From an optimization exercise on the open Yosys and OpenROAD flow, aimed at small area; shortcuts taken in it are not production practice. Function was checked by simulation only, so behaviour that the tests miss may differ from the original.

--- design/flow/config.mk ---
export PLATFORM = sky130hd
export DESIGN_NAME = rx_frontend
export DESIGN_NICKNAME = rx_frontend
export VERILOG_FILES = /design/flow/design.v
export SDC_FILE = /design/flow/constraint.sdc
export NUM_CORES = 4
export LEC_CHECK = 0
export CAP_MARGIN = 20
export CORE_MARGIN = 2
export CORE_UTILIZATION = 40
export SLEW_MARGIN = 20
--- design/flow/constraint.sdc ---
create_clock -name core_clock -period 6.0 [get_ports {clk}]
set_input_delay 1.2000 -clock core_clock [delete_from_list [all_inputs] [get_ports {clk}]]
set_output_delay 1.2000 -clock core_clock [all_outputs]
set_load 0.01 [all_outputs]
--- design/flow/design.v ---
module cic_integrator( clock, strobe, in_data,  out_data );
parameter WIDTH = 64;
input clock;
input strobe;
input signed [WIDTH-1:0] in_data;
output reg signed [WIDTH-1:0] out_data;
always @(posedge clock)
  if (strobe) out_data <= out_data + in_data;
endmodule
module cic_comb( clock, strobe,  in_data,  out_data );
parameter WIDTH = 64;
input clock;
input strobe;
input signed [WIDTH-1:0] in_data;
output reg signed [WIDTH-1:0] out_data;
reg signed [WIDTH-1:0] prev_data;
always @(posedge clock)  
  if (strobe) 
    begin
    out_data <= in_data - prev_data;
    prev_data <= in_data;
    end
endmodule
module cic( clock, take, in_data, out_data, out_round );
input clock;
input take;
input signed [17:0] in_data;
output reg [15:0] out_data;
output reg out_round;
reg [24:0] i1, i2, i3;
reg [24:0] p1, p2, p3;
always @(posedge clock) begin
  i1 <= i1 + {{7{in_data[17]}}, in_data};
  i2 <= i2 + i1;
  i3 <= i3 + i2;
end
wire [24:0] d1 = i3 - p1;
wire [24:0] d2 = d1 - p2;
wire [24:0] d3 = d2 - p3;
always @(posedge clock) begin
  if (take) begin
    p1 <= i3;
    p2 <= d1;
    p3 <= d2;
  end
  out_data <= d3[24:9];
  out_round <= d3[8];
end
endmodule
module varcic #(parameter integer DLY = 0) ( clock, inject, in_data, in_round, load, act, shift, rsel, out_data );
input clock;
input inject;
input signed [15:0] in_data;
input in_round;
input load;
input act;
input shift;
input [1:0] rsel;
output [15:0] out_data;
reg [42:0] w0, w1, w2, w3, w4;
wire [42:0] opb = inject ? {{27{in_data[15]}}, in_data} : w1;
wire ci = inject & in_round;
wire [43:0] sumw = {w0, ci} + {opb, ci};
always @(posedge clock) begin
  w0 <= w1; w1 <= w2; w2 <= w3; w3 <= w4; w4 <= sumw[43:1];
end
wire [42:0] xsrc = (DLY == 0) ? w4 : (DLY == 1) ? w3 : (DLY == 2) ? w2 : (DLY == 3) ? w1 : w0;
reg [42:0] q0, q1, q2, q3, q4;
reg [42:0] t;
always @(posedge clock) begin
  q0 <= q1; q1 <= q2; q2 <= q3; q3 <= q4; q4 <= act ? t : q0;
  t <= load ? xsrc : t - (q0 & {43{act}});
end
reg [16:0] sl;
always @(*)
  case (rsel)
    2'd0: sl = t[27:11];
    2'd1: sl = t[32:16];
    2'd2: sl = t[37:21];
    default: sl = t[42:26];
  endcase
wire [15:0] rnd = sl[16:1] + {15'b0, sl[0]};
reg [15:0] d0, d1, d2, d3, d4;
always @(posedge clock)
  if (shift) begin
    d0 <= rnd; d1 <= d0; d2 <= d1; d3 <= d2; d4 <= d3;
  end
assign out_data = d4;
endmodule
module cordic( clock, frequency, in_data, out_data_I, out_data_Q );
parameter [16:0] REGMASK = 17'h1ffff;
input clock;
input [31:0] frequency;
input signed [11:0] in_data;
output signed [17:0] out_data_I;
output signed [17:0] out_data_Q;
function [15:0] atan_r;
  input integer n;
  reg [31:0] a;
  reg [31:0] t;
  begin
    case (n)
      0:  a = 32'd633866811;
      1:  a = 32'd334917815;
      2:  a = 32'd170009512;
      3:  a = 32'd85334662;
      4:  a = 32'd42708931;
      5:  a = 32'd21359677;
      6:  a = 32'd10680490;
      7:  a = 32'd5340327;
      8:  a = 32'd2670173;
      9:  a = 32'd1335088;
      10: a = 32'd667544;
      11: a = 32'd333772;
      12: a = 32'd166886;
      13: a = 32'd83443;
      default: a = 32'd41722;
    endcase
    t = (a >> 15) + ((a >> 14) & 32'd1);
    atan_r = t[15:0];
  end
endfunction
reg [31:0] phase;
always @(posedge clock)
  if (frequency == 32'd0) phase <= 32'd0;
  else phase <= phase + frequency;
wire signed [18:0] in_ext = {in_data[11], in_data, 6'b0};
wire [1:0] quadrant = phase[31:30];
wire signed [18:0] x0 = (quadrant == 2'd1 || quadrant == 2'd2) ? -in_ext : in_ext;
wire signed [18:0] y0 = quadrant[1] ? -in_ext : in_ext;
wire [16:0] z0 = {~phase[29], ~phase[29], phase[28:14]};
wire [18:0] xs [0:15];
wire [18:0] ys [0:15];
wire [16:0] zin [0:15];
wire [14:0] dd;
assign zin[0] = z0;
generate
  if (REGMASK[0]) begin : r0
    reg [18:0] xr, yr;
    always @(posedge clock) begin xr <= x0; yr <= y0; end
    assign xs[0] = xr; assign ys[0] = yr;
  end else begin : c0
    assign xs[0] = x0; assign ys[0] = y0;
  end
endgenerate
genvar n;
generate
  for (n = 0; n <= 14; n = n + 1) begin : stages
    wire [16-n:0] z = zin[n][16-n:0];
    wire zs = z[16-n];
    if (n < 14) begin : zu
      localparam [15:0] AT = atan_r(n);
      wire [15-n:0] at = AT[15-n:0];
      wire [15-n:0] atn = -at;
      wire [15-n:0] zo = z[15-n:0] + (zs ? at : atn);
      if (REGMASK[n]) begin : zr
        reg [15-n:0] zreg;
        reg dreg;
        always @(posedge clock) begin zreg <= zo; dreg <= zs; end
        assign zin[n+1] = {{(n+1){1'b0}}, zreg};
        assign dd[n] = dreg;
      end else begin : zc
        assign zin[n+1] = {{(n+1){1'b0}}, zo};
        assign dd[n] = zs;
      end
    end else begin : zl
      if (REGMASK[n]) begin : zr
        reg dreg;
        always @(posedge clock) dreg <= zs;
        assign dd[n] = dreg;
      end else begin : zc
        assign dd[n] = zs;
      end
    end
    wire [18:0] x = xs[n];
    wire [18:0] y = ys[n];
    wire s = dd[n];
    wire [18:0] x_shr = {{(n+1){x[18]}}, x[18:n+1]};
    wire [18:0] y_shr = {{(n+1){y[18]}}, y[18:n+1]};
    wire cx = y[n] ^ ~s;
    wire cy = x[n] ^ s;
    wire [19:0] xw = {x, cx} + {y_shr ^ {19{~s}}, cx};
    wire [19:0] yw = {y, cy} + {x_shr ^ {19{s}}, cy};
    wire [18:0] xn = xw[19:1];
    wire [18:0] yn = yw[19:1];
    if (REGMASK[n+1]) begin : r
      reg [18:0] xr, yr;
      always @(posedge clock) begin xr <= xn; yr <= yn; end
      assign xs[n+1] = xr; assign ys[n+1] = yr;
    end else begin : c
      assign xs[n+1] = xn; assign ys[n+1] = yn;
    end
  end
endgenerate
wire [17:0] ri = xs[15][18:1] + {17'b0, xs[15][1] & xs[15][0]};
wire [17:0] rq = ys[15][18:1] + {17'b0, ys[15][1] & ys[15][0]};
generate
  if (REGMASK[16]) begin : rr
    reg [17:0] oi, oq;
    always @(posedge clock) begin oi <= ri; oq <= rq; end
    assign out_data_I = oi; assign out_data_Q = oq;
  end else begin : rc
    assign out_data_I = ri; assign out_data_Q = rq;
  end
endgenerate
endmodule
module rx_frontend(
  input clk,
  input rst,
  input [5:0] rate,
  input [31:0] frequency,
  input signed [11:0] in_data,
  output reg out_strobe,
  output signed [15:0] out_I,
  output signed [15:0] out_Q
  );
  localparam [16:0] REGMASK = 17'b0_1010_1010_1010_1010;
  function integer popc;
    input [16:0] m;
    integer i;
    begin
      popc = 0;
      for (i = 0; i < 17; i = i + 1) popc = popc + m[i];
    end
  endfunction
  localparam integer LC = popc(REGMASK) - 1;
  localparam integer PH_TAKE = (LC - 16 + 50) % 5;    
  localparam integer PH_INJ  = (LC - 30 + 50) % 5;    
  localparam integer DLY     = (LC >= 9) ? 0 : 9 - LC;   
  localparam integer LD_OFF  = 33 - LC - DLY;               
  localparam integer PH_LD   = (5 - (LD_OFF % 5)) % 5;
  localparam integer K_LD    = (LD_OFF + 4) / 5;      
  localparam integer PH_ACT  = (PH_LD + 1) % 5;
  localparam integer K_ACT   = (PH_LD == 4) ? K_LD - 1 : K_LD;
  reg [2:0] ph;
  reg [5:0] kr;
  wire [2:0] phe = (ph == 3'd5) ? 3'd0 : ph;
  wire wrap = (kr == rate - 6'd1);
  wire [2:0] ph_n = rst ? 3'd5 : (phe == 3'd4) ? 3'd0 : phe + 3'd1;
  wire [5:0] kr_n = rst ? 6'd0 : (phe == 3'd4) ? (wrap ? 6'd0 : kr + 6'd1) : kr;
  wire [2:0] phe_n = (ph_n == 3'd5) ? 3'd0 : ph_n;
  reg take, inject, load, act;
  reg [1:0] rsel;
  always @(posedge clk) begin
    ph <= ph_n;
    kr <= kr_n;
    out_strobe <= !rst && (ph == 3'd0) && (kr == 6'd0);
    take <= (phe_n == PH_TAKE);
    inject <= (phe_n == PH_INJ);
    load <= (phe_n == PH_LD) && (kr_n == rate - K_LD);
    act <= (phe_n >= PH_ACT) ? (kr_n == rate - K_ACT) : ((kr_n == rate - K_ACT + 6'd1) || (K_ACT == 1 && kr_n == 6'd0));
    case (rate)
      6'd5: rsel <= 2'd0;
      6'd10: rsel <= 2'd1;
      6'd20: rsel <= 2'd2;
      default: rsel <= 2'd3;
    endcase
  end
  wire signed [17:0] cordic_outdata_I;
  wire signed [17:0] cordic_outdata_Q;
  cordic #(.REGMASK(REGMASK)) cordic_inst(
    .clock(clk),
    .in_data(in_data),
    .frequency(frequency),
    .out_data_I(cordic_outdata_I),
    .out_data_Q(cordic_outdata_Q)
    );
  wire [15:0] a_i, a_q;
  wire r_i, r_q;
  cic cic_inst_I2(.clock(clk), .take(take), .in_data(cordic_outdata_I), .out_data(a_i), .out_round(r_i));
  cic cic_inst_Q2(.clock(clk), .take(take), .in_data(cordic_outdata_Q), .out_data(a_q), .out_round(r_q));
  varcic #(.DLY(DLY)) varcic_inst_I1(.clock(clk), .inject(inject), .in_data(a_i), .in_round(r_i),
    .load(load), .act(act), .shift(out_strobe), .rsel(rsel), .out_data(out_I));
  varcic #(.DLY(DLY)) varcic_inst_Q1(.clock(clk), .inject(inject), .in_data(a_q), .in_round(r_q),
    .load(load), .act(act), .shift(out_strobe), .rsel(rsel), .out_data(out_Q));
endmodule
--- design/flow/run.sh ---
#!/bin/bash
# synth_recipe.tcl (not shown) runs the flow's synth.tcl, then flattens the netlist and writes it again
# the make line also repeats each setting of config.mk as NAME=value (left out here)
make -C /OpenROAD-flow-scripts/flow DESIGN_CONFIG=/design/flow/config.mk WORK_HOME=/design/flow/orfs CLKGATE_MAP_FILE= SYNTH_SCRIPT=/design/flow/synth_recipe.tcl finish
==> impl_metrics.yaml, run 1 <==
outcome:
  status: "finished clean"
place:
  port_buffers: 84
  gp_congestion: 0.8792
  dp_hpwl_mm: 162.9
drt:
  drc_errors: 0
  via_count: 70650
  routedWlPerCell_um: 15.34
  drtIter0Drc: 3759
  wirelength_mm: 212.2
  firstDrtPassIters: 7
  routed_via_density: 5.108
  antenna_left: 0
grt:
  grt_max_degree: 76
  overflow: 0
  grt_pass1_vias: 70120
  grt_antenna_before_repair: 5
  grt_pass1_wl_mm: 350.9
  grt_usage_pct: 16.62
floorplanning:
  ios: 85
  die_y_um: 501.7
  dieArea_mm2: 0.2517
  start_util_pct: 40.24
  core_mm2: 0.2462
  core.rowCount: 182
  die_w_um: 501.7
synth:
  yosys.area_share.simple_pct: 10.63
  synthAdderAreaFrac_pct: 15.16
  synth_top_area_share_pct: 31.12
  yosys.area.top_type: "dfxtp_1"
  synth_top_family_by_area: "compound AO/OA/AOI/OAI gates"
  synthCells: 10000
  synth_area_per_cell_um2: 9.904
  synth-main-ff-cell: "dfxtp_1"
  synth_xor_area_share_pct: 12.77
  syn_nets: 11230
  yosysSeqAreaShare_pct: 40.52
  synthMuxAreaShare_pct: 2.164
  synth.distinct_cells: 96
  netlist_area_mm2: 0.09907
  yosysWarnings: 4
  synth_edf_count: 310
  synth_compound_area_share_pct: 15.98
  ys_seq_elements: 1850
  synth-async-reset-ratio_pct: 0
  synth_area_leaders: "dfxtp_1 (31%), ha_1 (14%), edfxtp_1 (9.4%)"
timing:
  min_period_ps: 5747
  rsz0062_at_grt: "true"
  hold_violations: 0
  hold_ws_ps: 274.6
  fin_crit_sh_pct: 95.78
  setup_viol: 0
  slew_violations: 0
  tightest_slew_ps: 1045
  fmax_mhz: 174.0
  fin_skew_ps: 84.07
  max_slew_margin_pct: 30.33
cells_and_area:
  fin_util_pct: 45.84
  final_cell_mix: "dfxtp_1 (1528), ha_1 (1120), xnor2_1 (994), a21oi_1 (740), inv_1 (580)"
  area_growth_syn_to_layout_pct: 13.90
  top_regs: "cordic_inst.stages.r.xr x147, cordic_inst.stages.r.yr x147, cordic_inst.stages.zu.zr.zreg x61"
  nets: 11570
  drive_gt1_share_pct: 8.547
  nFillCells: 23060
  final_common_cell: "dfxtp_1"
hold_path:
  hold_path.class: "flip-flop to flip-flop"
clocking:
  path_clk_slew_ps: 60
  cts_tree: "built"
  max-clock-path-buffers: 3
  cts.hold.buffers_added: 0
  numClockSinks: 1850
  cts_root_buf: "clkbuf_16"
  cts.htree.levels: 4
  clk_latency_ps: 860
  numCtsBuffers: 197
worst_setup_path:
  required_ps: 6680
  start_kind: "flip-flop"
  criticalPathCategory: "flip-flop to flip-flop"
  end_kind: "flip-flop"
  critPathArrivalTime_ps: 6430
  critPathMaxFanout: 7
run:
  maxCapViolCount: 0
==> cell usage after synthesis, types with 13 or more instances <==
cell type,number
ha_1,1122
mux2_2,121
a21oi_1,772
nor3b_1,14
o21bai_1,174
a41oi_1,25
o31ai_1,46
and4_1,22
nor2b_1,138
o211ai_1,25
a21o_1,367
and2_1,45
o41ai_1,14
or2_2,37
nor2_1,531
xor2_1,409
a2111oi_0,19
o21ai_0,517
or3_1,65
nand3_1,177
a21boi_0,51
nand2_1,564
a211o_1,22
nand4_1,75
nand2b_1,144
fa_1,49
and3_1,97
clkbuf_1,106
o31a_1,21
inv_1,580
xnor2_1,1002
a31o_2,31
buf_1,29
edfxtp_1,310
a211oi_1,54
a31oi_1,69
mux4_2,24
a311oi_1,13
o2111ai_1,24
dfxtp_1,1540
nor4_1,28
nor3_1,193
mux2i_1,24
o21a_1,122
==> timing repair <==
action	CTS	global route
gates resized for setup	22	116
hold endpoints to repair	0	0
pin swaps	1	30
setup endpoints to repair	10	54
setup buffers	1	12
==> logic make-up (layout without fill, tap and decap cells) <==
| family | Yosys count | count (layout) |
|---|---|---|
| AND/OR/NAND/NOR | 2171 | 2171 |
| multiplexers | 169 | 169 |
| other | 0 | 1 |
| adder cells (fa/ha/maj) | 1171 | 1171 |
| XOR/XNOR | 1424 | 1424 |
| flip-flops | 1850 | 1850 |
| buffers and inverters | 729 | 1244 |
| AO/OA/AOI/OAI | 2489 | 2489 |
==> final cells by class <==
cell class	count	area (um2)	share of cell area, %
well taps	3312	4144	3.672
clock inverters	105	1530	1.356
flip-flops and latches	1850	40170	35.60
diodes	1	2.502	0.002218
clock buffers	263	5642	5.000
multi-input cells	7424	56720	50.26
inverters	583	2188	1.939
repair buffers	293	2446	2.168
==> per-layer routing <==
layer  GRT usage, %  vias to the layer above  wire (um)
met5              0                        -          0
met4          3.732                        0       3944
met3          2.133                      298       7612
met2          27.47                     1013      95690
met1          23.03                    33130     105000
li1               -                    36210          -
==> worst paths after layout <==
check                                          from                               to  slack, ps  depth (start not counted)
hold reg to reg                varcic_inst_I1.q2[6]             varcic_inst_I1.q1[6]        270                          0
setup reg to reg  cordic_inst.stages[11].zu.zr.dreg  cordic_inst.stages[12].r.yr[18]        250                         27
hold / removal                 varcic_inst_I1.q2[6]             varcic_inst_I1.q1[6]        270                          0
setup / recovery  cordic_inst.stages[11].zu.zr.dreg  cordic_inst.stages[12].r.yr[18]        250                         27
==> worst max-delay path, stage by stage, from the launching register on <==
cell,delay (ps)
dfxtp_4,370
buf_6,150
xnor2_1,160
ha_1,270
a21o_1,200
a21oi_2,170
o21bai_1,80
a21o_1,210
a21oi_2,180
o21ai_0,100
a21oi_1,200
nor2_1,90
o41ai_2,430
nor2b_4,230
xnor2_2,130
xnor2_1,90
ha_1,360
and4_4,210
a31oi_2,200
o21ai_2,100
a211oi_2,290
a31oi_4,160
o41ai_4,390
o21ai_2,100
o41a_1,350
a21o_1,200
a21oi_2,140
xnor2_1,70
==> stage by stage <==
step	setup slack, ps	area, um2	instances	TNS [ps]
after floorplan	31.01	99080	10000	0
after global placement	-289.3	105000	13450	-289.3
after detailed placement	-194.8	105000	13450	-696.9
after CTS	17.07	112300	13820	0
after global routing	-106.0	112800	13830	-215.9
final	253.0	112800	13830	0
==> run 2, diff against run 1 <==
--- a/design/flow/config.mk
+++ b/design/flow/config.mk
@@ -8,4 +8,6 @@
 export CAP_MARGIN = 20
 export CORE_MARGIN = 2
-export CORE_UTILIZATION = 40
+export CORE_UTILIZATION = 55
+export CTS_BUF_LIST = sky130_fd_sc_hd__clkbuf_8
+export CTS_CLUSTER_SIZE = 24
 export SLEW_MARGIN = 20
==> run 2 against run 1 <==
Against the previous run:
- synthesized area unchanged
- fmax increased by 0.44%
- setup slack improved by 25 ps
- critical path depth increased by 2
- clock skew decreased by 11 ps
==> impl_metrics.yaml, run 2 <==
outcome:
  status: "finished clean"
floorplanning:
  dieArea_mm2: 0.1835
  start_util_pct: 55.46
  core_mm2: 0.1786
  ios: 85
  core.rowCount: 155
  die_y_um: 428.4
  die_w_um: 428.4
clocking:
  cts.hold.buffers_added: 0
  max-clock-path-buffers: 4
  cts_root_buf: "clkbuf_8"
  numClockSinks: 1850
  cts.htree.levels: 5
  path_clk_slew_ps: 60
  cts_tree: "built"
  clk_latency_ps: 1040
  numCtsBuffers: 321
worst_setup_path:
  r2r_end: "cic_inst_Q2.out_data[15]"
  slowest_delay_ps: 400
  r2r_slack_ps: 280
  required_ps: 6880
  crit_end: "cic_inst_Q2.out_data[15]"
  critPathArrivalTime_ps: 6600
  reg2reg_depth: 29
  cp_num_cells: 29
  reg2reg_from: "cic_inst_Q2.i3[0]"
  criticalPathCategory: "flip-flop to flip-flop"
  crit_family: "compound AO/OA/AOI/OAI gates"
  critical-path-slowest-cell: "fa_1"
  critPathMaxFanout: 5
  end_kind: "flip-flop"
  path_buf_inv: 2
  worstSetupStartpoint: "cic_inst_Q2.i3[0]"
  start_kind: "flip-flop"
place:
  gp_congestion: 0.8755
  port_buffers: 84
  place_inst: 12510
  dp_hpwl_mm: 164.4
grt:
  grt_max_degree: 75
  grt_usage_pct: 22.98
  grt_pass1_wl_mm: 350.7
  grt_pass1_vias: 70550
  grt_antenna_before_repair: 5
  overflow: 0
drt:
  antenna_left: 0
  routedWlPerCell_um: 16.36
  routed_via_density: 5.404
  drtIter0Drc: 3309
  via_count: 70740
  wirelength_mm: 214.1
  firstDrtPassIters: 5
  drc_errors: 0
synth:
  synth_area_per_cell_um2: 9.904
  synth.distinct_cells: 96
  yosys.area.top_type: "dfxtp_1"
  synth-async-reset-ratio_pct: 0
  synth_area_leaders: "dfxtp_1 (31%), ha_1 (14%), edfxtp_1 (9.4%)"
  syn_nets: 11230
  synth-main-ff-cell: "dfxtp_1"
  ys_seq_elements: 1850
  yosysWarnings: 4
  yosysSeqAreaShare_pct: 40.52
  netlist_area_mm2: 0.09907
  synth_top_area_share_pct: 31.12
  synth_commonest_cells: "dfxtp_1 (1540), ha_1 (1122), xnor2_1 (1002)"
  yosysMostFrequentCell: "dfxtp_1"
  synthCells: 10000
  synth_edf_count: 310
timing:
  setup_viol: 0
  min_period_ps: 5722
  hold_ws_ps: 277.4
  fin_crit_sh_pct: 95.36
  fmax_mhz: 174.8
  fin_skew_ps: 73.20
  tns_ps: 0
  slew_violations: 0
  max_slew_margin_pct: 15.99
  hold_violations: 0
  rsz0062_at_grt: "true"
  tightest_slew_ps: 1251
cells_and_area:
  area_growth_syn_to_layout_pct: 12.32
  drive_gt1_share_pct: 9.777
  final_common_cell: "dfxtp_1"
  nets: 11730
  final_cell_mix: "dfxtp_1 (1527), ha_1 (1118), xnor2_1 (993), a21oi_1 (740), inv_1 (668)"
  fin_util_pct: 62.30
  stdcell_count: 13090
  nFillCells: 15130
  top_regs: "cordic_inst.stages.r.xr x147, cordic_inst.stages.r.yr x147, cordic_inst.stages.zu.zr.zreg x61"
run:
  maxCapViolCount: 0
hold_path:
  hold_path.class: "flip-flop to flip-flop"
==> run 2: cell count changes in the layout (fill, tap and decap cells not counted), sizes merged <==
cell      change
inv          +84
clkbuf      +134
clkinvlp     -10
buf          +29
bufinv        -8
diode         +4
clkinv       -18
==> run 2: logic make-up (layout without fill, tap and decap cells) <==
logic type,count (synthesis),after routing,synth area share [%]
mux,169,169,2.164
fa+ha+maj,1171,1171,15.16
other cells,0,5,0
flops,1850,1850,40.52
compound gates,2489,2489,15.98
simple gates,2171,2171,10.63
buf+inv,729,1455,2.785
xor+xnor,1424,1424,12.77
==> run 2: what timing repair did <==
item,4_1_cts,5_1_grt
setup buffers,5,24
endpoints found under the setup margin,8,58
endpoints found under the hold margin,0,0
resized for setup,14,138
pin swaps,6,51
==> run 2: worst min-delay path by stage <==
stage	startpoint	to	slack (ps)	depth (start not counted)
5_1_grt	varcic_inst_Q1.w3[10]	varcic_inst_Q1.w2[10]	280	0
3_5_place_dp	varcic_inst_I1.q1[35]	varcic_inst_I1.q0[35]	310	0
2_1_floorplan	cordic_inst.stages[9].zu.zr.zreg[0]	cordic_inst.stages[11].zu.zr.zreg[0]	310	0
3_3_place_gp	varcic_inst_I1.q3[35]	varcic_inst_I1.q2[35]	310	0
6_report	varcic_inst_Q1.w3[10]	varcic_inst_Q1.w2[10]	280	0
4_1_cts	varcic_inst_Q1.w3[12]	varcic_inst_Q1.w2[12]	280	0
==> run 2: cell type report <==
class / count / area (um2) / area share [%]
flip-flops and latches: 1850 / 40170 / 36.10
inverters: 583 / 2188 / 1.967
repair buffers: 322 / 2689 / 2.416
well taps: 2355 / 2947 / 2.648
diodes: 5 / 12.51 / 0.01124
clock buffers: 397 / 5464 / 4.910
multi-input cells: 7424 / 56740 / 50.99
clock inverters: 153 / 1064 / 0.9558
==> run 2: routing by layer <==
layer | GRT usage (%) | up-vias | share of wire [%]
met5 | 0 | - | 0
met4 | 8.958 | 0 | 3.7
met3 | 3.098 | 427 | 2.7
met2 | 40.26 | 928 | 48
met1 | 28.55 | 32830 | 45
li1 | - | 36550 | -
==> run 2: worst register-to-register path: cells and delay by family, from the launching register on <==
family / cells / cell delay (ps)
XOR/XNOR: 3 / 470
adder cells (fa/ha/maj): 4 / 1160
AO/OA/AOI/OAI: 12 / 2140
AND/OR/NAND/NOR: 8 / 1380
flip-flops: 1 / 320
buffers and inverters: 2 / 120
==> run 2: metrics by stage <==
stage | cell area, um2 | setup WS, ps
2_1_floorplan | 99080 | 31.01
3_3_place_gp | 103900 | -215.8
3_5_place_dp | 103900 | -227.6
4_1_cts | 110500 | 3.331
5_1_grt | 111300 | -133.6
6_report | 111300 | 278.2
==> run 3, diff against run 2 <==
--- a/design/flow/design.v
+++ b/design/flow/design.v
@@ -1,10 +1,23 @@
-module cic_integrator( clock, strobe, in_data,  out_data );
-parameter WIDTH = 64;
-input clock;
-input strobe;
-input signed [WIDTH-1:0] in_data;
-output reg signed [WIDTH-1:0] out_data;
-always @(posedge clock)
-  if (strobe) out_data <= out_data + in_data;
+module padd #(parameter integer W = 8) (
+  input [W-1:0] a, input [W-1:0] b, input ci, output [W-1:0] s);
+  reg [W-1:0] g, p, pp;
+  reg [W:0] c;
+  integer i, j, l;
+  always @(*) begin
+    pp = a ^ b;
+    g = a & b;
+    p = pp;
+    g[0] = g[0] | (p[0] & ci);
+    for (l = 0; l < 7; l = l + 1)
+      for (i = 0; i < W; i = i + 1)
+        if (((i >> l) & 1) == 1) begin
+          j = ((i >> l) << l) - 1;
+          g[i] = g[i] | (p[i] & g[j]);
+          p[i] = p[i] & p[j];
+        end
+    c[0] = ci;
+    for (i = 0; i < W; i = i + 1) c[i + 1] = g[i];
+  end
+  assign s = pp ^ c[W-1:0];
 endmodule
 module cic_comb( clock, strobe,  in_data,  out_data );
@@ -30,8 +43,12 @@
 reg [24:0] i1, i2, i3;
 reg [24:0] p1, p2, p3;
-always @(posedge clock) begin
-  i1 <= i1 + {{7{in_data[17]}}, in_data};
-  i2 <= i2 + i1;
-  i3 <= i3 + i2;
+wire [24:0] s1, s2, s3;
+padd #(.W(25)) add1(.a(i1), .b({{7{in_data[17]}}, in_data}), .ci(1'b0), .s(s1));
+padd #(.W(25)) add2(.a(i2), .b(i1), .ci(1'b0), .s(s2));
+padd #(.W(25)) add3(.a(i3), .b(i2), .ci(1'b0), .s(s3));
+always @(posedge clock) begin
+  i1 <= s1;
+  i2 <= s2;
+  i3 <= s3;
 end
 wire [24:0] d1 = i3 - p1;
@@ -61,14 +78,17 @@
 wire [42:0] opb = inject ? {{27{in_data[15]}}, in_data} : w1;
 wire ci = inject & in_round;
-wire [43:0] sumw = {w0, ci} + {opb, ci};
-always @(posedge clock) begin
-  w0 <= w1; w1 <= w2; w2 <= w3; w3 <= w4; w4 <= sumw[43:1];
+wire [42:0] sumw;
+padd #(.W(43)) iadd(.a(w0), .b(opb), .ci(ci), .s(sumw));
+always @(posedge clock) begin
+  w0 <= w1; w1 <= w2; w2 <= w3; w3 <= w4; w4 <= sumw;
 end
 wire [42:0] xsrc = (DLY == 0) ? w4 : (DLY == 1) ? w3 : (DLY == 2) ? w2 : (DLY == 3) ? w1 : w0;
 reg [42:0] q0, q1, q2, q3, q4;
 reg [42:0] t;
+wire [42:0] diff;
+padd #(.W(43)) csub(.a(t), .b(~(q0 & {43{act}})), .ci(1'b1), .s(diff));
 always @(posedge clock) begin
   q0 <= q1; q1 <= q2; q2 <= q3; q3 <= q4; q4 <= act ? t : q0;
-  t <= load ? xsrc : t - (q0 & {43{act}});
+  t <= load ? xsrc : diff;
 end
 reg [16:0] sl;
@@ -122,7 +142,9 @@
 endfunction
 reg [31:0] phase;
+wire [31:0] phase_sum;
+padd #(.W(32)) phase_add(.a(phase), .b(frequency), .ci(1'b0), .s(phase_sum));
 always @(posedge clock)
   if (frequency == 32'd0) phase <= 32'd0;
-  else phase <= phase + frequency;
+  else phase <= phase_sum;
 wire signed [18:0] in_ext = {in_data[11], in_data, 6'b0};
 wire [1:0] quadrant = phase[31:30];
--- a/design/flow/config.mk
+++ b/design/flow/config.mk
@@ -8,6 +8,4 @@
 export CAP_MARGIN = 20
 export CORE_MARGIN = 2
-export CORE_UTILIZATION = 55
-export CTS_BUF_LIST = sky130_fd_sc_hd__clkbuf_8
-export CTS_CLUSTER_SIZE = 24
+export CORE_UTILIZATION = 40
 export SLEW_MARGIN = 20
==> run 3 against run 2 <==
Against the previous run:
- still clean
- critical path type unchanged
- clock-buffer cell count is 140 lower
- non-clock buffer count is 12 higher
- final cell count is 1.8% higher
==> impl_metrics.yaml, run 3 <==
outcome:
  status: "finished clean"
synth:
  synth.distinct_cells: 93
  synth_area_leaders: "dfxtp_1 (32%), ha_1 (14%), edfxtp_1 (9.6%)"
  synthMuxAreaShare_pct: 2.258
  synth_commonest_cells: "dfxtp_1 (1540), ha_1 (1106), xnor2_1 (897)"
  yosys.area.top_type: "dfxtp_1"
  synth_top_family_by_area: "adder cells"
  syn_nets: 10830
  yosysMostFrequentCell: "dfxtp_1"
  netlist_area_mm2: 0.09663
  yosysSeqAreaShare_pct: 41.54
  synth_top_area_share_pct: 31.91
  synthCells: 9571
  ys_seq_elements: 1850
  synth_compound_area_share_pct: 13.97
  synth_xor_area_share_pct: 12.24
  yosys.area_share.simple_pct: 10.57
  synth_area_per_cell_um2: 10.10
  synth-async-reset-ratio_pct: 0
  synth-main-ff-cell: "dfxtp_1"
  synth_edf_count: 310
  synthAdderAreaFrac_pct: 16.37
  yosysWarnings: 7
hold_path:
  hold_path.startpoint: "varcic_inst_Q1.w4[38]"
  hold_path.class: "flip-flop to flip-flop"
clocking:
  clk_latency_ps: 830
  cts.htree.levels: 4
  numCtsBuffers: 189
  path_clk_slew_ps: 60
  max-clock-path-buffers: 3
  cts.hold.buffers_added: 0
  cts_tree: "built"
  numClockSinks: 1850
  cts_root_buf: "clkbuf_16"
cells_and_area:
  nFillCells: 22290
  final_common_cell: "dfxtp_1"
  final_cell_mix: "dfxtp_1 (1525), ha_1 (1099), xnor2_1 (883), inv_1 (639), nor2_1 (570)"
  nets: 11220
  drive_gt1_share_pct: 9.321
  area_growth_syn_to_layout_pct: 14.36
  design_area_mm2: 0.1105
  top_regs: "cordic_inst.stages.r.xr x147, cordic_inst.stages.r.yr x147, cordic_inst.stages.zu.zr.zreg x61"
  regArea_mm2: 0.04017
  multi_input_area_mm2: 0.05439
floorplanning:
  die_y_um: 495.5
  ios: 85
  dieArea_mm2: 0.2455
  core_mm2: 0.2403
  core.rowCount: 180
  die_w_um: 495.5
  start_util_pct: 40.21
worst_setup_path:
  criticalPathCategory: "flip-flop to flip-flop"
  start_kind: "flip-flop"
  end_kind: "flip-flop"
  critPathMaxFanout: 4
  slowest_delay_ps: 390
  worstSetupStartpoint: "cic_inst_I2.p1[1]"
  critical-path-slowest-cell: "edfxtp_1"
  critPathArrivalTime_ps: 6630
  path_buf_inv: 2
  required_ps: 6720
  crit_family: "compound AO/OA/AOI/OAI gates"
  reg2reg_from: "cic_inst_I2.p1[1]"
drt:
  wirelength_mm: 196.5
  drtIter0Drc: 3014
  antenna_left: 0
  drc_errors: 0
  routed_via_density: 5.008
  via_count: 66710
  firstDrtPassIters: 5
  routedWlPerCell_um: 14.75
grt:
  grt_pass1_vias: 66920
  grt_usage_pct: 15.71
  grt_antenna_before_repair: 8
  grt_max_degree: 170
  overflow: 0
  grt_pass1_wl_mm: 324.2
timing:
  fin_crit_sh_pct: 98.57
  max_slew_margin_pct: 27.35
  tightest_slew_ps: 1090
  min_period_ps: 5914
  setup_viol: 0
  fin_skew_ps: 44.54
  rsz0062_at_grt: "true"
  hold_violations: 0
  tns_ps: 0
  hold_ws_ps: 295.1
  fmax_mhz: 169.1
  slew_violations: 0
place:
  dp_hpwl_mm: 149.7
  gp_congestion: 0.8563
  place_area_mm2: 0.1027
  port_buffers: 84
run:
  maxCapViolCount: 0
run 3: changes by cell type after synthesis, moves of 33 or more:
cell | previous run | this run
nand2b_1 | 144 | 111
o21bai_1 | 174 | 122
xnor2_1 | 1002 | 897
a21oi_1 | 772 | 588
o21ai_1 | 8 | 76
fa_1 | 49 | 99
o21ai_0 | 517 | 396
a21o_1 | 367 | 306
nor2_1 | 531 | 574
inv_1 | 580 | 641
run 3: layout make-up:
cell class | count | area share [%]
Multi-Input combinational cell | 6941 | 49.22
Sequential cell | 1850 | 36.36
Clock buffer | 257 | 4.872
Inverter | 648 | 2.201
Timing Repair Buffer | 334 | 2.543
Antenna cell | 6 | 0.01359
Tap cell | 3185 | 3.606
Clock inverter | 98 | 1.188
run 3: layer usage:
layer	GRT usage (%)	up-vias	wire [um]
met3	2.360	332	6347
li1	-	34360	-
met2	26.75	836	92550
met1	20.40	31180	92430
met4	4.909	2	5177
met5	0	-	11
run 3: worst paths after layout:
| kind | end | slack, ps | depth (start not counted) |
|---|---|---|---|
| hold / removal | varcic_inst_Q1.w3[38] | 300 | 0 |
| setup / recovery | cic_inst_I2.out_data[15] | 90 | 30 |
| hold reg to reg | varcic_inst_Q1.w3[38] | 300 | 0 |
| setup reg to reg | cic_inst_I2.out_data[15] | 90 | 30 |
run 3: cell families after synthesis:
kind of cell / after synthesis
AO/OA/AOI/OAI: 2111
XOR/XNOR: 1325
AND/OR/NAND/NOR: 2130
flip-flops: 1850
adder cells (fa/ha/maj): 1205
buffers and inverters: 780
multiplexers: 170
run 3: worst register-to-register path: cells and delay by family, from the launching register on:
| family | cells | cell delay [ps] |
|---|---|---|
| AO/OA/AOI/OAI | 14 | 2470 |
| XOR/XNOR | 3 | 370 |
| adder cells (fa/ha/maj) | 3 | 870 |
| buffers and inverters | 2 | 190 |
| flip-flops | 1 | 390 |
| AND/OR/NAND/NOR | 8 | 1500 |
run 3: timing repair:
| item | CTS | global route |
|---|---|---|
| endpoints found under the setup margin | 14 | 78 |
| resized for setup | 32 | 184 |
| gates cloned | 0 | 0 |
| setup buffers | 9 | 29 |
| pin swaps | 20 | 78 |
run 3: through the flow:
| step | setup WS, ps | instances | utilization [%] |
|---|---|---|---|
| floorplan | 29.90 | 9571 | - |
| global placement | -549.6 | 12920 | 42.72 |
| detailed placement | -411.8 | 12920 | 42.72 |
| CTS | -90.91 | 13280 | 45.58 |
| global route | -245.8 | 13320 | 45.98 |
| finish | 85.66 | 13320 | 45.98 |
==> run 4, diff against run 3 <==
--- a/design/flow/design.v
+++ b/design/flow/design.v
@@ -41,22 +41,20 @@
 output reg [15:0] out_data;
 output reg out_round;
-reg [24:0] i1, i2, i3;
-reg [24:0] p1, p2, p3;
+reg [24:0] i1, i2, j;
+reg [24:0] p2, p3;
 wire [24:0] s1, s2, s3;
 padd #(.W(25)) add1(.a(i1), .b({{7{in_data[17]}}, in_data}), .ci(1'b0), .s(s1));
 padd #(.W(25)) add2(.a(i2), .b(i1), .ci(1'b0), .s(s2));
-padd #(.W(25)) add3(.a(i3), .b(i2), .ci(1'b0), .s(s3));
+padd #(.W(25)) add3(.a(j & {25{~take}}), .b(i2), .ci(1'b0), .s(s3));
 always @(posedge clock) begin
   i1 <= s1;
   i2 <= s2;
-  i3 <= s3;
-end
-wire [24:0] d1 = i3 - p1;
-wire [24:0] d2 = d1 - p2;
+  j <= s3;
+end
+wire [24:0] d2 = j - p2;
 wire [24:0] d3 = d2 - p3;
 always @(posedge clock) begin
   if (take) begin
-    p1 <= i3;
-    p2 <= d1;
+    p2 <= j;
     p3 <= d2;
   end
@@ -175,5 +173,6 @@
       wire [15-n:0] at = AT[15-n:0];
       wire [15-n:0] atn = -at;
-      wire [15-n:0] zo = z[15-n:0] + (zs ? at : atn);
+      wire [15-n:0] zo;
+      padd #(.W(16-n)) zadd(.a(z[15-n:0]), .b(zs ? at : atn), .ci(1'b0), .s(zo));
       if (REGMASK[n]) begin : zr
         reg [15-n:0] zreg;
--- a/design/flow/config.mk
+++ b/design/flow/config.mk
@@ -8,4 +8,7 @@
 export CAP_MARGIN = 20
 export CORE_MARGIN = 2
-export CORE_UTILIZATION = 40
+export CORE_UTILIZATION = 55
+export CTS_BUF_LIST = sky130_fd_sc_hd__clkbuf_8
+export CTS_CLUSTER_DIAMETER = 80
+export CTS_CLUSTER_SIZE = 16
 export SLEW_MARGIN = 20
==> run 4 against run 3 <==
Against the previous run:
- still clean
- synthesized cell count down 4.7%
- worst hold slack worse by 24 ps
- fmax up 5.3%
- clock-buffer cell count down 109
- highest routed layer is now met4
==> impl_metrics.yaml, run 4 <==
worst_setup_path:
  path_common_cell: "o21bai_1"
  reg2reg_from: "cordic_inst.stages[11].zu.zr.dreg"
  cp_num_cells: 28
  crit_end: "cordic_inst.stages[12].r.yr[17]"
  crit_family: "compound AO/OA/AOI/OAI gates"
  critPathMaxFanout: 7
  worstSetupStartpoint: "cordic_inst.stages[11].zu.zr.dreg"
  end_kind: "flip-flop"
  critical-path-slowest-cell: "fa_1"
  criticalPathCategory: "flip-flop to flip-flop"
  path_buf_inv: 0
  start_kind: "flip-flop"
  required_ps: 6780
  r2r_slack_ps: 380
  critPathArrivalTime_ps: 6400
  reg2reg_depth: 28
  slowest_delay_ps: 450
  r2r_end: "cordic_inst.stages[12].r.yr[17]"
drt:
  via_count: 62380
  drtIter0Drc: 2841
  antenna_left: 0
  wirelength_mm: 179.3
  routed_via_density: 5.357
  firstDrtPassIters: 7
  routedWlPerCell_um: 15.40
  drc_errors: 0
clocking:
  clk_latency_ps: 930
  max-clock-path-buffers: 3
  cts_root_buf: "clkbuf_8"
  numCtsBuffers: 141
  path_clk_slew_ps: 100
  cts.hold.buffers_added: 0
  cts.htree.levels: 4
  cts_tree: "built"
  numClockSinks: 1800
floorplanning:
  start_util_pct: 55.42
  core_mm2: 0.1672
  core.rowCount: 150
  ios: 85
  die_w_um: 414.5
  dieArea_mm2: 0.1718
  die_y_um: 414.5
cells_and_area:
  top_regs: "cordic_inst.stages.r.xr x147, cordic_inst.stages.r.yr x147, cordic_inst.stages.zu.zr.zreg x61"
  area_growth_syn_to_layout_pct: 7.758
  final_common_cell: "dfxtp_1"
  regArea_mm2: 0.03868
  multi_input_area_mm2: 0.05173
  nets: 10570
  drive_gt1_share_pct: 7.056
  nFillCells: 14360
  final_cell_mix: "dfxtp_1 (1524), ha_1 (1036), xnor2_1 (833), nor2_1 (609), inv_1 (588)"
  fin_util_pct: 59.71
synth:
  synth-async-reset-ratio_pct: 0
  synth_xor_area_share_pct: 11.94
  yosysWarnings: 21
  yosys.area_share.simple_pct: 10.97
  ys_seq_elements: 1800
  synthAdderAreaFrac_pct: 16.61
  synth_top_area_share_pct: 33.27
  yosysSeqAreaShare_pct: 41.69
  synthCells: 9123
  synth.distinct_cells: 106
  synth_edf_count: 260
  synth_commonest_cells: "dfxtp_1 (1540), ha_1 (1036), xnor2_1 (840)"
  yosys.area.top_type: "dfxtp_1"
  synth-main-ff-cell: "dfxtp_1"
  synth_area_per_cell_um2: 10.16
  syn_nets: 10330
  yosysMostFrequentCell: "dfxtp_1"
  netlist_area_mm2: 0.09267
  synth_top_family_by_area: "adder cells"
  synthMuxAreaShare_pct: 2.364
  synth_area_leaders: "dfxtp_1 (33%), ha_1 (14%), edfxtp_1 (8.4%)"
  synth_compound_area_share_pct: 13.57
grt:
  grt_pass1_vias: 61360
  use_met2_pct: 34.85
  grt_busiest_layer: "met2"
  grt_pass1_wl_mm: 298.5
  grt_antenna_before_repair: 1
  grt_max_degree: 96
  overflow: 0
  grt_usage_pct: 20.57
  grt_use_met1_pct: 27.87
  gr-usage-met3_pct: 2.634
timing:
  fin_skew_ps: 61.60
  fin_crit_sh_pct: 93.60
  max_slew_margin_pct: 30.47
  hold_violations: 0
  setup_viol: 0
  slew_violations: 0
  tightest_slew_ps: 1036
  min_period_ps: 5616
  fmax_mhz: 178.1
  tns_ps: 0
outcome:
  status: "finished clean"
hold_path:
  hold_path.class: "flip-flop to flip-flop"
  hold_path.startpoint: "varcic_inst_Q1.w4[21]"
place:
  dp_hpwl_mm: 138.7
  port_buffers: 84
  gp_congestion: 0.8643
run:
  maxCapViolCount: 0
-- run 4: cell count changes after synthesis, moves of 37 or more --
cell,previous run,this run
a21oi_1,588,535
xnor2_1,897,840
ha_1,1106,1036
nor2b_1,118,181
a21o_1,306,223
inv_1,641,553
o21ai_1,76,14
nand2_1,551,483
nor2_1,574,611
edfxtp_1,310,260
o21ai_0,396,438
-- run 4: layer usage --
metal  up-vias  wire (um)
met5         -          0
li1      32340          -
met3       230       4942
met1     29150      87180
met4         0       3552
met2       656      83660
-- run 4: logic make-up after synthesis --
group,after synthesis
AND/OR/NAND/NOR,2098
XOR/XNOR,1252
adder cells (fa/ha/maj),1158
multiplexers,171
buffers and inverters,697
flip-flops,1800
AO/OA/AOI/OAI,1947
-- run 4: how the worst min path moves through the flow --
stage | slack [ps] | end | cells after the start
2_1_floorplan | 310 | cordic_inst.stages[11].zu.zr.zreg[0] | 0
3_3_place_gp | 310 | varcic_inst_Q1.q1[8] | 0
3_5_place_dp | 310 | varcic_inst_I1.q1[14] | 0
4_1_cts | 250 | varcic_inst_Q1.w3[21] | 0
5_1_grt | 270 | varcic_inst_Q1.w3[21] | 0
6_report | 270 | varcic_inst_Q1.w3[21] | 0
-- run 4: cell type report --
| class | count | share of cell area (%) |
|---|---|---|
| diodes | 1 | 0.002506 |
| clock buffers | 148 | 2.040 |
| clock inverters | 71 | 0.5463 |
| inverters | 563 | 2.116 |
| multi-input cells | 6626 | 51.80 |
| flip-flops and latches | 1800 | 38.73 |
| well taps | 2204 | 2.762 |
| repair buffers | 231 | 1.996 |
-- run 4: per-stage QoR --
stage          worst slack, ps  instances  instance area, um2  hold slack [ps]
2_1_floorplan            83.59       9123               92670            309.6
3_3_place_gp            -22.41      11420               96880            309.8
3_5_place_dp            -80.30      11420               96880            312.1
4_1_cts                  25.37      11640               99490            247.2
5_1_grt                 -4.311      11640               99860            274.4
6_report                 384.2      11640               99860            270.9
-- run 4: what timing repair did --
item / 4_1_cts / 5_1_grt
resized for setup: 10 / 101
setup endpoints to repair: 9 / 58
pin swaps: 0 / 10
setup buffers: 0 / 2
==> run 5, diff against run 4 <==
--- a/design/flow/config.mk
+++ b/design/flow/config.mk
@@ -8,5 +8,5 @@
 export CAP_MARGIN = 20
 export CORE_MARGIN = 2
-export CORE_UTILIZATION = 55
+export CORE_UTILIZATION = 65
 export CTS_BUF_LIST = sky130_fd_sc_hd__clkbuf_8
 export CTS_CLUSTER_DIAMETER = 80
==> run 5 against run 4 <==
Against the previous run:
- non-clock buffer count is 22 lower
- largest cell class unchanged
- synthesized cell count stayed put
- highest routed layer unchanged
- worst hold slack better by 49 ps
- setup slack worse by 87 ps
- die area is 15% lower
- final area is 0.82% lower
- register-to-register slack worse by 90 ps
- clock-buffer cell count is 10 lower
- flip-flop and latch count stayed put
- utilization is 10 points higher
==> impl_metrics.yaml, run 5 <==
drt:
  wirelength_mm: 178.4
  routedWlPerCell_um: 15.80
  drtIter0Drc: 3047
  drc_errors: 0
  firstDrtPassIters: 6
  antenna_left: 0
  via_count: 62910
  routed_via_density: 5.574
clocking:
  cts.hold.buffers_added: 0
  cts.htree.levels: 4
  numClockSinks: 1800
  numCtsBuffers: 135
  clk_latency_ps: 900
  max-clock-path-buffers: 3
  cts_root_buf: "clkbuf_8"
  path_clk_slew_ps: 100
  cts_tree: "built"
grt:
  grt_busiest_layer: "met2"
  grt_pass1_wl_mm: 298.3
  grt_pass1_vias: 62310
  grt_max_degree: 90
  grt_antenna_before_repair: 1
  gr-usage-met3_pct: 2.916
  overflow: 0
  grt_usage_pct: 24.28
  use_met2_pct: 42.19
  grt_use_met1_pct: 32.42
cells_and_area:
  top_regs: "cordic_inst.stages.r.xr x147, cordic_inst.stages.r.yr x147, cordic_inst.stages.zu.zr.zreg x61"
  area_growth_syn_to_layout_pct: 6.874
  stdcell_count: 11290
  final_cell_mix: "dfxtp_1 (1524), ha_1 (1035), xnor2_1 (833), nor2_1 (610), inv_1 (590)"
  design_area_mm2: 0.09904
  drive_gt1_share_pct: 6.599
  fin_util_pct: 69.95
  nets: 10540
  final_common_cell: "dfxtp_1"
synth:
  synth_top_area_share_pct: 33.27
  syn_nets: 10330
  yosys.area.top_type: "dfxtp_1"
  synth_area_leaders: "dfxtp_1 (33%), ha_1 (14%), edfxtp_1 (8.4%)"
  ys_seq_elements: 1800
  yosysSeqAreaShare_pct: 41.69
  synthCells: 9123
  netlist_area_mm2: 0.09267
  yosysWarnings: 21
  synth_commonest_cells: "dfxtp_1 (1540), ha_1 (1036), xnor2_1 (840)"
  yosysMostFrequentCell: "dfxtp_1"
  synth-main-ff-cell: "dfxtp_1"
  synth.distinct_cells: 106
  synth-async-reset-ratio_pct: 0
  synth_edf_count: 260
  synth_area_per_cell_um2: 10.16
timing:
  setup_viol: 0
  rsz0062_at_grt: "true"
  fin_skew_ps: 42.54
  worst_slack_ps: 297.3
  hold_violations: 0
  tightest_slew_ps: 943.4
  fin_crit_sh_pct: 95.05
  slew_violations: 0
  fmax_mhz: 175.4
  max_slew_margin_pct: 37.11
  tns_ps: 0
  min_period_ps: 5703
hold_path:
  hold-path-endpoint: "varcic_inst_Q1.q1[19]"
  min_path_cells: 0
  hold_path.startpoint: "varcic_inst_Q1.q2[19]"
  hold_path.class: "flip-flop to flip-flop"
outcome:
  status: "finished clean"
floorplanning:
  core.rowCount: 138
  ios: 85
  die_w_um: 381.6
  core_mm2: 0.1416
  dieArea_mm2: 0.1456
  die_y_um: 381.6
  start_util_pct: 65.45
worst_setup_path:
  criticalPathCategory: "flip-flop to flip-flop"
  slowest_delay_ps: 410
  reg2reg_from: "cordic_inst.stages[9].zu.zr.dreg"
  end_kind: "flip-flop"
  reg2reg_depth: 29
  critPathMaxFanout: 7
  r2r_slack_ps: 300
  r2r_end: "cordic_inst.stages[10].r.yr[17]"
  critPathArrivalTime_ps: 6550
  start_kind: "flip-flop"
  critical-path-slowest-cell: "a311o_1"
  required_ps: 6850
place:
  gp_congestion: 0.8928
  pre_cts_slack_ps: -40.06
  port_buffers: 84
  place_inst: 11090
  dp_hpwl_mm: 137.8
  place_area_mm2: 0.09630
run:
  maxCapViolCount: 0
-- run 5: how the worst max path moves through the flow --
| stage | startpoint | end | slack (ps) |
|---|---|---|---|
| 4_1_cts | cic_inst_Q2.j[0] | cic_inst_Q2.out_data[14] | 30 |
| 6_report | cordic_inst.stages[9].zu.zr.dreg | cordic_inst.stages[10].r.yr[17] | 300 |
| 2_1_floorplan | cordic_inst.stages[9].zu.zr.dreg | cordic_inst.stages[10].r.yr[16] | 80 |
| 5_1_grt | cordic_inst.stages[11].zu.zr.dreg | cordic_inst.stages[12].r.xr[17] | -30 |
| 3_3_place_gp | cordic_inst.stages[9].zu.zr.dreg | cordic_inst.stages[10].r.yr[17] | 90 |
| 3_5_place_dp | cordic_inst.stages[9].zu.zr.dreg | cordic_inst.stages[10].r.yr[17] | -40 |
-- run 5: cells by family after synthesis --
group | count (synthesis) | synth area share, %
xor+xnor | 1252 | 11.94
mux | 171 | 2.364
fa+ha+maj | 1158 | 16.61
simple gates | 2098 | 10.97
flops | 1800 | 41.69
buf+inv | 697 | 2.848
compound gates | 1947 | 13.57
-- run 5: repair_timing --
action / 4_1_cts / 5_1_grt
setup buffers: 0 / 3
pin swaps: 0 / 12
resized for setup: 6 / 94
setup endpoints to repair: 6 / 69
-- run 5: critical path: cells and delay by family, from the launching register on --
| family | cells | cell delay (ps) |
|---|---|---|
| DFF | 1 | 370 |
| xor gates and xnor gates | 3 | 470 |
| and+or+nand+nor | 1 | 90 |
| adders and majority gates | 2 | 580 |
| buffers and inverters | 4 | 580 |
| AOI/OAI and AO/OA | 19 | 3560 |
-- run 5: area by class of cell --
cell class / count / area (um2)
repair buffers: 209 / 1807
fillers: 10980 / 42550
clock inverters: 60 / 405.4
inverters: 563 / 2113
clock buffers: 138 / 1899
multi-input cells: 6626 / 51770
flip-flops and latches: 1800 / 38670
diodes: 1 / 2.502
well taps: 1890 / 2365
-- run 5: routing by layer --
layer | wire length [um] | part of all wire [%]
met1 | 83830 | 47
met2 | 86110 | 48
met3 | 5517 | 3.1
met4 | 2920 | 1.6
met5 | 0 | 0
-- run 5: through the flow --
step           hold slack, ps
2_1_floorplan           309.6
3_3_place_gp            309.6
3_5_place_dp            312.1
4_1_cts                 313.1
5_1_grt                 320.6
6_report                319.9
==> run 6, diff against run 5 <==
--- a/design/flow/config.mk
+++ b/design/flow/config.mk
@@ -12,3 +12,4 @@
 export CTS_CLUSTER_DIAMETER = 80
 export CTS_CLUSTER_SIZE = 16
+export GPL_TIMING_DRIVEN = 0
 export SLEW_MARGIN = 20
==> run 6 against run 5 <==
Against the previous run:
- still clean
- setup slack worse by 70 ps
- synthesized cell count did not move
- final area rose by 0.83%
- register-to-register slack got worse by 70 ps
==> impl_metrics.yaml, run 6 <==
worst_setup_path:
  start_kind: "flip-flop"
  critPathMaxFanout: 10
  crit_end: "cordic_inst.stages[12].r.xr[18]"
  reg2reg_depth: 26
  r2r_end: "cordic_inst.stages[12].r.xr[18]"
  critPathArrivalTime_ps: 6560
  slowest_delay_ps: 430
  reg2reg_from: "cordic_inst.stages[11].zu.zr.dreg"
  required_ps: 6780
  path_common_cell: "a21oi_1"
  worstSetupStartpoint: "cordic_inst.stages[11].zu.zr.dreg"
  end_kind: "flip-flop"
  r2r_slack_ps: 230
  criticalPathCategory: "flip-flop to flip-flop"
  critical-path-slowest-cell: "fa_1"
synth:
  netlist_area_mm2: 0.09267
  synth_top_area_share_pct: 33.27
  synth_commonest_cells: "dfxtp_1 (1540), ha_1 (1036), xnor2_1 (840)"
  yosys.area.top_type: "dfxtp_1"
  synth_top_family_by_area: "adder cells"
  syn_nets: 10330
  synth-main-ff-cell: "dfxtp_1"
  synthMuxAreaShare_pct: 2.364
  synth_edf_count: 260
  yosys.area_share.simple_pct: 10.97
  synthCells: 9123
  yosysMostFrequentCell: "dfxtp_1"
  synthAdderAreaFrac_pct: 16.61
  synth_xor_area_share_pct: 11.94
  ys_seq_elements: 1800
  synth_area_per_cell_um2: 10.16
  synth_compound_area_share_pct: 13.57
  yosysWarnings: 21
  yosysSeqAreaShare_pct: 41.69
  synth.distinct_cells: 106
  synth_area_leaders: "dfxtp_1 (33%), ha_1 (14%), edfxtp_1 (8.4%)"
  synth-async-reset-ratio_pct: 0
place:
  place_inst: 11100
  gp_congestion: 0.8687
  dp_hpwl_mm: 140.2
  place_area_mm2: 0.09596
  port_buffers: 81
  pre_cts_slack_ps: -1424
run:
  maxCapViolCount: 0
cells_and_area:
  nFillCells: 10800
  stdcell_count: 11350
  drive_gt1_share_pct: 7.002
  final_cell_mix: "dfxtp_1 (1529), ha_1 (1034), xnor2_1 (814), nor2_1 (605), inv_1 (594)"
  area_growth_syn_to_layout_pct: 7.762
  top_regs: "cordic_inst.stages.r.xr x147, cordic_inst.stages.r.yr x147, cordic_inst.stages.zu.zr.zreg x61"
  final_common_cell: "dfxtp_1"
  design_area_mm2: 0.09986
  nets: 10590
clocking:
  max-clock-path-buffers: 3
  clk_latency_ps: 900
  cts_root_buf: "clkbuf_8"
  cts.htree.levels: 4
  cts.hold.buffers_added: 0
  path_clk_slew_ps: 110
  numCtsBuffers: 138
  cts_tree: "built"
  numClockSinks: 1800
timing:
  rsz0062_at_grt: "true"
  fin_crit_sh_pct: 96.22
  slew_violations: 0
  tightest_slew_ps: 1124
  fmax_mhz: 173.2
  max_slew_margin_pct: 25.08
  fin_skew_ps: 56.01
  setup_viol: 0
  worst_slack_ps: 226.9
  tns_ps: 0
  min_period_ps: 5773
  hold_violations: 0
drt:
  wirelength_mm: 181.4
  via_count: 63300
  routed_via_density: 5.578
  antenna_left: 0
  firstDrtPassIters: 6
  drc_errors: 0
  drtIter0Drc: 3298
  routedWlPerCell_um: 15.98
floorplanning:
  ios: 85
  dieArea_mm2: 0.1456
  start_util_pct: 65.45
  die_y_um: 381.6
  core_mm2: 0.1416
  core.rowCount: 138
  die_w_um: 381.6
grt:
  overflow: 0
  grt_max_degree: 59
  grt_pass1_vias: 62140
  grt_usage_pct: 24.47
  grt_antenna_before_repair: 3
  grt_pass1_wl_mm: 298.6
outcome:
  status: "finished clean"
hold_path:
  hold_path.class: "flip-flop to flip-flop"
[run 6: cell counts after synthesis]
No cell type changed its count.
[run 6: timing repair]
| action | in CTS | in global routing |
|---|---|---|
| pin swaps | 12 | 41 |
| setup endpoints to repair | 181 | 93 |
| gates resized for setup | 136 | 153 |
| setup buffers | 13 | 27 |
[run 6: cell type report]
class,instances,area [um2],area share (%)
flip-flops and latches,1800,38670,38.72
clock inverters,73,539.3,0.5400
multi-input cells,6626,52390,52.46
well taps,1890,2365,2.368
clock buffers,139,1913,1.916
inverters,563,2118,2.121
repair buffers,126,1232,1.234
plain buffers,127,629.4,0.6302
diodes,3,7.507,0.007518
[run 6: cell families (layout without fill, tap and decap cells)]
logic type / count (synthesis) / count (layout)
xor gates and xnor gates: 1252 / 1252
DFF: 1800 / 1800
muxes: 171 / 171
other: 0 / 3
AOI/OAI and AO/OA: 1947 / 1947
buffers and inverters: 697 / 1028
adders and majority gates: 1158 / 1158
and+or+nand+nor: 2098 / 2098
[run 6: worst min-delay path by stage]
| stage | from | end | cells after the start | slack, ps |
|---|---|---|---|---|
| 6_report | varcic_inst_Q1.q2[28] | varcic_inst_Q1.q1[28] | 0 | 290 |
| 5_1_grt | varcic_inst_Q1.q3[29] | varcic_inst_Q1.q2[29] | 0 | 280 |
| 4_1_cts | varcic_inst_Q1.q2[28] | varcic_inst_Q1.q1[28] | 0 | 280 |
| 3_5_place_dp | varcic_inst_I1.w3[11] | varcic_inst_I1.w2[11] | 0 | 310 |
| 3_3_place_gp | varcic_inst_Q1.q4[13] | varcic_inst_Q1.q3[13] | 0 | 310 |
| 2_1_floorplan | cordic_inst.stages[9].zu.zr.zreg[0] | cordic_inst.stages[11].zu.zr.zreg[0] | 0 | 310 |
[run 6: critical path: cells and delay by family, from the launching register on]
kind	cells	cell delay, ps
compound gates	14	2800
simple gates	4	840
fa+ha+maj	2	820
xor+xnor	4	640
flops	1	320
buf+inv	2	280
[run 6: through the flow]
| step | hold WS [ps] | utilization (%) |
|---|---|---|
| 2_1_floorplan | 309.6 | - |
| 3_3_place_gp | 309.5 | 67.70 |
| 3_5_place_dp | 312.1 | 67.77 |
| 4_1_cts | 281.4 | 69.93 |
| 5_1_grt | 276.2 | 70.53 |
| 6_report | 285.3 | 70.53 |
[run 6: layer usage]
metal | wire length, um | vias to the layer above | track usage (%)
met5 | 0 | - | 0
met4 | 3993 | 0 | 6.234
met3 | 4926 | 262 | 2.797
met2 | 88560 | 779 | 43.14
met1 | 83880 | 29880 | 31.91
li1 | - | 32380 | -
==> run 7, diff against run 6 <==
==> design/flow/config.mk (replaced) <==
export PLATFORM = sky130hd
export DESIGN_NAME = rx_frontend
export DESIGN_NICKNAME = rx_frontend
export VERILOG_FILES = /design/flow/design.v
export SDC_FILE = /design/flow/constraint.sdc
export NUM_CORES = 4
export LEC_CHECK = 0
export CAP_MARGIN = 20
export CORE_MARGIN = 2
export CORE_UTILIZATION = 55
export CTS_BUF_LIST = sky130_fd_sc_hd__clkbuf_16
export CTS_CLUSTER_DIAMETER = 100
export CTS_CLUSTER_SIZE = 24
export SLEW_MARGIN = 20
==> run 7 against run 6 <==
Against the previous run:
- synthesized area unchanged
- fmax is 1.8% higher
- flip-flop and latch count unchanged
- die area grew 18%
- still clean on timing, DRC and antenna
- final area up 0.15%
==> impl_metrics.yaml, run 7 <==
clocking:
  numCtsBuffers: 90
  cts_tree: "built"
  max-clock-path-buffers: 3
  clk_latency_ps: 740
  cts.htree.levels: 3
  cts_root_buf: "clkbuf_16"
  path_clk_slew_ps: 90
  numClockSinks: 1800
cells_and_area:
  final_common_cell: "dfxtp_1"
  final_cell_mix: "dfxtp_1 (1524), ha_1 (1036), xnor2_1 (834), nor2_1 (610), inv_1 (580)"
  diodes: 0
  nets: 10520
  drive_gt1_share_pct: 6.324
  nFillCells: 14260
  area_growth_syn_to_layout_pct: 7.924
  top_regs: "cordic_inst.stages.r.xr x147, cordic_inst.stages.r.yr x147, cordic_inst.stages.zu.zr.zreg x61"
  design_area_mm2: 0.1000
drt:
  drc_errors: 0
  dr_wl_met3_mm: 4.265
  route.met2.wl_mm: 83.23
  firstDrtPassIters: 5
  drtIter0Drc: 3001
  drt-met1-wl_mm: 87.51
  via_count: 62020
  routed_via_density: 5.362
  antenna_left: 0
  top_layer: "met4"
  wirelength_mm: 178.4
  routedWlPerCell_um: 15.42
floorplanning:
  start_util_pct: 55.42
  die_w_um: 414.5
  ios: 85
  core.rowCount: 150
  dieArea_mm2: 0.1718
  die_y_um: 414.5
  core_mm2: 0.1672
grt:
  overflow: 0
  grt_pass1_wl_mm: 297.0
  grt_pass1_vias: 61000
  grt_max_degree: 96
  grt_antenna_before_repair: 0
  grt_usage_pct: 20.36
timing:
  fin_skew_ps: 53.31
  slew_violations: 0
  tns_ps: 0
  hold_violations: 0
  tightest_slew_ps: 1041
  max_slew_margin_pct: 30.10
  worst_slack_ps: 330.4
  setup_viol: 0
  fmax_mhz: 176.4
  fin_crit_sh_pct: 94.49
  min_period_ps: 5670
  rsz0062_at_grt: "true"
  hold_ws_ps: 307.1
synth:
  yosysSeqAreaShare_pct: 41.69
  syn_nets: 10330
  synth-main-ff-cell: "dfxtp_1"
  yosysWarnings: 21
  synth_commonest_cells: "dfxtp_1 (1540), ha_1 (1036), xnor2_1 (840)"
  synthCells: 9123
  synth_area_leaders: "dfxtp_1 (33%), ha_1 (14%), edfxtp_1 (8.4%)"
  synth_top_area_share_pct: 33.27
  synth_area_per_cell_um2: 10.16
  yosysMostFrequentCell: "dfxtp_1"
  synth-async-reset-ratio_pct: 0
  synth.distinct_cells: 106
  netlist_area_mm2: 0.09267
  synth_edf_count: 260
  yosys.area.top_type: "dfxtp_1"
  ys_seq_elements: 1800
worst_setup_path:
  required_ps: 6650
  critPathMaxFanout: 10
  path_common_cell: "a21oi_2"
  critPathArrivalTime_ps: 6320
  start_kind: "flip-flop"
  end_kind: "flip-flop"
  slowest_delay_ps: 430
  criticalPathCategory: "flip-flop to flip-flop"
  critical-path-slowest-cell: "a311o_1"
place:
  dp_hpwl_mm: 138.7
  pre_cts_slack_ps: -80.30
  port_buffers: 84
  gp_congestion: 0.8643
  place_area_mm2: 0.09688
outcome:
  status: "finished clean"
run:
  maxCapViolCount: 0
hold_path:
  hold_path.class: "flip-flop to flip-flop"
## run 7: cell count changes in the layout (fill, tap and decap cells not counted), moves of 11 or more
cell	before	now
clkbuf_8	140	0
buf_4	43	141
clkbuf_16	0	91
clkbuf_1	88	0
xnor2_1	814	834
a21oi_1	490	505
xnor2_2	23	8
a21oi_2	47	33
inv_1	594	580
o21ai_0	412	423
## run 7: per-stage QoR
step                      util, %  instances
after detailed placement    57.94      11420
after floorplan                 -       9123
final                       59.81      11570
after CTS                   59.59      11560
after global routing        59.81      11570
after global placement      57.94      11420
## run 7: routing by layer
metal | vias to the layer above | track usage (%)
met5 | - | 0
met3 | 195 | 2.176
met1 | 29040 | 27.89
met2 | 554 | 34.85
li1 | 32230 | -
met4 | 0 | 4.048
## run 7: path summary, 6_finish.rpt
check	slack [ps]	cells after the start	endpoint	start
min reg2reg	310	0	varcic_inst_I1.w2[34]	varcic_inst_I1.w3[34]
min	310	0	varcic_inst_I1.w2[34]	varcic_inst_I1.w3[34]
max	330	28	cordic_inst.stages[10].r.yr[17]	cordic_inst.stages[9].zu.zr.dreg
max reg2reg	330	28	cordic_inst.stages[10].r.yr[17]	cordic_inst.stages[9].zu.zr.dreg
## run 7: kinds of logic after synthesis
kind of cell,synth area share (%)
AO/OA/AOI/OAI,13.57
XOR/XNOR,11.94
adder cells (fa/ha/maj),16.61
buffers and inverters,2.848
flip-flops,41.69
multiplexers,2.364
AND/OR/NAND/NOR,10.97
## run 7: timing repair
action,in CTS,in global routing
hold buffers,0,0
gates resized for setup,7,100
endpoints found under the setup margin,8,63
pin swaps,0,9
gates cloned,0,0
buffers inserted,0,2
## run 7: critical path, delay by kind of cell (launching register included)
family / cells / cell delay, ps
AOI/OAI and AO/OA: 18 / 3480
buffers and inverters: 3 / 490
xor gates and xnor gates: 3 / 470
DFF: 1 / 380
and+or+nand+nor: 2 / 270
adders and majority gates: 2 / 510
## run 7: layout make-up
type	count	area, um2	area share (%)
multi-input cells	6626	51710	51.71
flip-flops and latches	1800	38680	38.67
well taps	2204	2758	2.757
clock buffers	91	2277	2.277
clock inverters	50	478.0	0.4779
repair buffers	231	1993	1.993
inverters	563	2113	2.113

==> separate check: timing with driven ports <==
The flow's constraints put no driver on any port. The routed layouts listed below were extracted and timed again, unchanged, in two steps. Step 1, drivers: a clkbuf_16 drives clk and a buf_2 each remaining input, both assumed. Step 2 moves the port delays by t, midway between the first and last clock arrival at a register: inputs arrive t later, outputs are due t later. That takes back most of the time a late clock gives input paths. a / b / c = ideal / step 1 / step 2; a / b = the first two.
| run | t, ns | setup slack, ns | clock arrival spread, ns | worst register clock-pin slew, ns | worst slew at a driven data input, ns |
|---|---|---|---|---|---|
| run 1 | 0.914 | 0.253 / 0.253 / 0.253 | 0.099 / 0.099 | 0.07 / 0.07 | 0.08 |
| run 2 | 1.077 | 0.278 / 0.278 / 0.278 | 0.080 / 0.081 | 0.07 / 0.07 | 0.06 |
| run 3 | 0.901 | 0.086 / 0.086 / 0.086 | 0.060 / 0.060 | 0.06 / 0.06 | 0.16 |
| run 4 | 0.976 | 0.384 / 0.384 / 0.384 | 0.066 / 0.067 | 0.11 / 0.11 | 0.04 |
| run 5 | 0.957 | 0.297 / 0.297 / 0.297 | 0.051 / 0.052 | 0.11 / 0.11 | 0.05 |
| run 6 | 0.941 | 0.227 / 0.227 / 0.227 | 0.068 / 0.068 | 0.11 / 0.11 | 0.05 |
| run 7 | 0.800 | 0.330 / 0.330 / 0.330 | 0.068 / 0.068 | 0.10 / 0.10 | 0.04 |
After both steps setup and hold are still met in every run listed.
